This design comes from an exercise in tuning for small area on the open sky130 flow, not from production work. Only simulation tests tie the RTL to the original design; equivalence was not proved.

==> v17: inputs <==
## chen_cordic
module chen_cordic #(
    parameter ROTATE_TYPE = "ROTATE",
    parameter DATABITS = 17,
    parameter ITERATIONS = 16
)(
    input clk,
    input rst_n,
    input Validin,
    input signed [DATABITS-1:0] Xin,
    input signed [DATABITS-1:0] Yin,
    input signed [17:0] Ain,
    output Validout,
    output signed [DATABITS-1:0] Xout,
    output signed [DATABITS-1:0] Yout,
    output signed [17:0] Aout
);
clock: 6.5 ns
lec_check: 0
cap_margin: 20
core_margin: 2
core_utilization: 70
cts_buf_list: sky130_fd_sc_hd__clkbuf_8
cts_cluster_diameter: 60
cts_cluster_size: 20
slew_margin: 20
synth_hierarchical: 1
synth_minimum_keep_size: 0
standard.sh (not shown) runs the stock make flow with config.mk's settings and CLKGATE_MAP_FILE= SYNTH_SCRIPT=/design/flow/synth_recipe.tcl, a recipe that flattens the netlist after the stock synthesis.
==> flow/flow/run.sh <==
#!/bin/bash
# The standard layout (the standard.sh, all steps), with one change: the buffer that
# placement puts on every input and output port is a plain sky130_fd_sc_hd__buf_1 instead of
# the cell buffer_ports picks by itself (a 10 um2 delay buffer). Every port still gets its buffer.
set -euo pipefail
export BUFFER_PORTS_ARGS="-buffer_cell sky130_fd_sc_hd__buf_1"
bash standard.sh > standard.log 2>&1
==> v26 (differences from v17) <==
Settings changed: CAP_MARGIN 20 to 0, SLEW_MARGIN 20 to 0.
==> notes <==
In setup slack, v26 and v17 do not differ. In first-iteration DRC count, v26 and v17 do not differ. In area after synthesis, v17 and v26 do not differ. In via count, v17 and v26 do not differ. Non-clock buffer count is the same in v17 and v26. In wire length, v26 and v17 do not differ. In clock skew, v17 and v26 do not differ. Design area is the same in v17 and v26.

==> build 60 <==
chen_cordic, a different RTL version from the one above (not shown whole).
==> flow/config.mk <==
export PLATFORM = sky130hd
export DESIGN_NAME = chen_cordic
export DESIGN_NICKNAME = chen_cordic
export VERILOG_FILES = /design/flow/design.v
export SDC_FILE = /design/flow/constraint.sdc
export NUM_CORES = 4
export LEC_CHECK = 0
export CAP_MARGIN = 20
export CORE_MARGIN = 2
export CORE_UTILIZATION = 70
export CTS_BUF_LIST = sky130_fd_sc_hd__clkbuf_8
export CTS_CLUSTER_DIAMETER = 60
export CTS_CLUSTER_SIZE = 20
export SLEW_MARGIN = 20
export SYNTH_HIERARCHICAL = 1
export SYNTH_MINIMUM_KEEP_SIZE = 0
==> flow/constraint.sdc <==
create_clock -name core_clock -period 6.5 [get_ports {clk}]
set_input_delay 1.3000 -clock core_clock [delete_from_list [all_inputs] [get_ports {clk}]]
set_output_delay 1.3000 -clock core_clock [all_outputs]
set_load 0.01 [all_outputs]
Scripts as last shown in full above: flow/flow/run.sh
==> inputs of trial 80, as changes to build 60 <==
==> flow/run.sh (new file) <==
#!/bin/bash
# synth_recipe.tcl (not shown) runs the flow's synth.tcl, then flattens the netlist and writes it again
# the make line also repeats each setting of config.mk as NAME=value (left out here)
make -C /OpenROAD-flow-scripts/flow DESIGN_CONFIG=/design/flow/config.mk WORK_HOME=/design/flow/orfs CLKGATE_MAP_FILE= SYNTH_SCRIPT=/design/flow/synth_recipe.tcl finish
removed: flow/flow/run.sh
removed: flow/standard.sh
==> notes.md <==
All-layer global routing usage: trial 80 0.245; build 60 0.241
Number of clock buffers in the layout: trial 80 47; build 60 45
Multi-input gate area: trial 80 21600 µm²; build 60 21600 µm²
Cell Count, Final, Fillers Out: trial 80 3349; build 60 3331
Clock tree cell share of total cell area: trial 80 0.0287; build 60 0.0242
Max Fclk: trial 80 0.156 GHz; build 60 0.157 GHz
Detailed-routed wire length on met3: trial 80 1560 µm; build 60 1750 µm
Worst-case headroom to the max-slew limit: trial 80 0.333; build 60 0.460
Run status: trial 80 finished clean; build 60 finished clean
CP required: trial 80 7.04 ns; build 60 7.05 ns
TritonCTS buffer count: trial 80 44; build 60 41
1st-pass router iterations: trial 80 4; build 60 5
Global Route met1 Usage: trial 80 0.306; build 60 0.294

static timing again, ports no longer ideal:
How much do the figures lean on ideal ports? The routed layouts below were timed once more, with nothing changed but the port constraints.
Step 1 (the two cells are an assumption about what drives the block):
set clk [get_ports {clk}]
set_driving_cell -lib_cell sky130_fd_sc_hd__clkbuf_16 $clk
set_driving_cell -lib_cell sky130_fd_sc_hd__buf_2 [delete_from_list [all_inputs] $clk]
Step 2 also shifts input and output timing later by t, the mid clock arrival at the registers, as if the neighbouring blocks saw the same clock.
a / b / c = ideal ports / drivers / drivers and shift; a / b = the first two.
run | t (ns) | slack for setup (ns) | hold WS [ns] | latest minus earliest clock arrival (ns) | worst slew at a driven data input, ns
v17 | 0.706 | 0.134 / 0.134 / 0.134 | 0.325 / 0.325 / 0.325 | 0.033 / 0.032 | 0.04
v26 | 0.706 | 0.134 / 0.134 / 0.134 | 0.325 / 0.325 / 0.325 | 0.033 / 0.032 | 0.04
build 60 | 0.696 | 0.138 / 0.138 / 0.138 | 0.336 / 0.336 / 0.336 | 0.035 / 0.035 | 0.07
trial 80 | 0.699 | 0.076 / 0.076 / -0.135 | 0.337 / 0.337 / 0.337 | 0.038 / 0.038 | 0.06
With both steps, setup timing fails in trial 80, where it was met with ideal ports. For trial 80, which loses most, drivers alone change the setup slack by 0.000 ns; drivers and shift together by -0.211 ns.
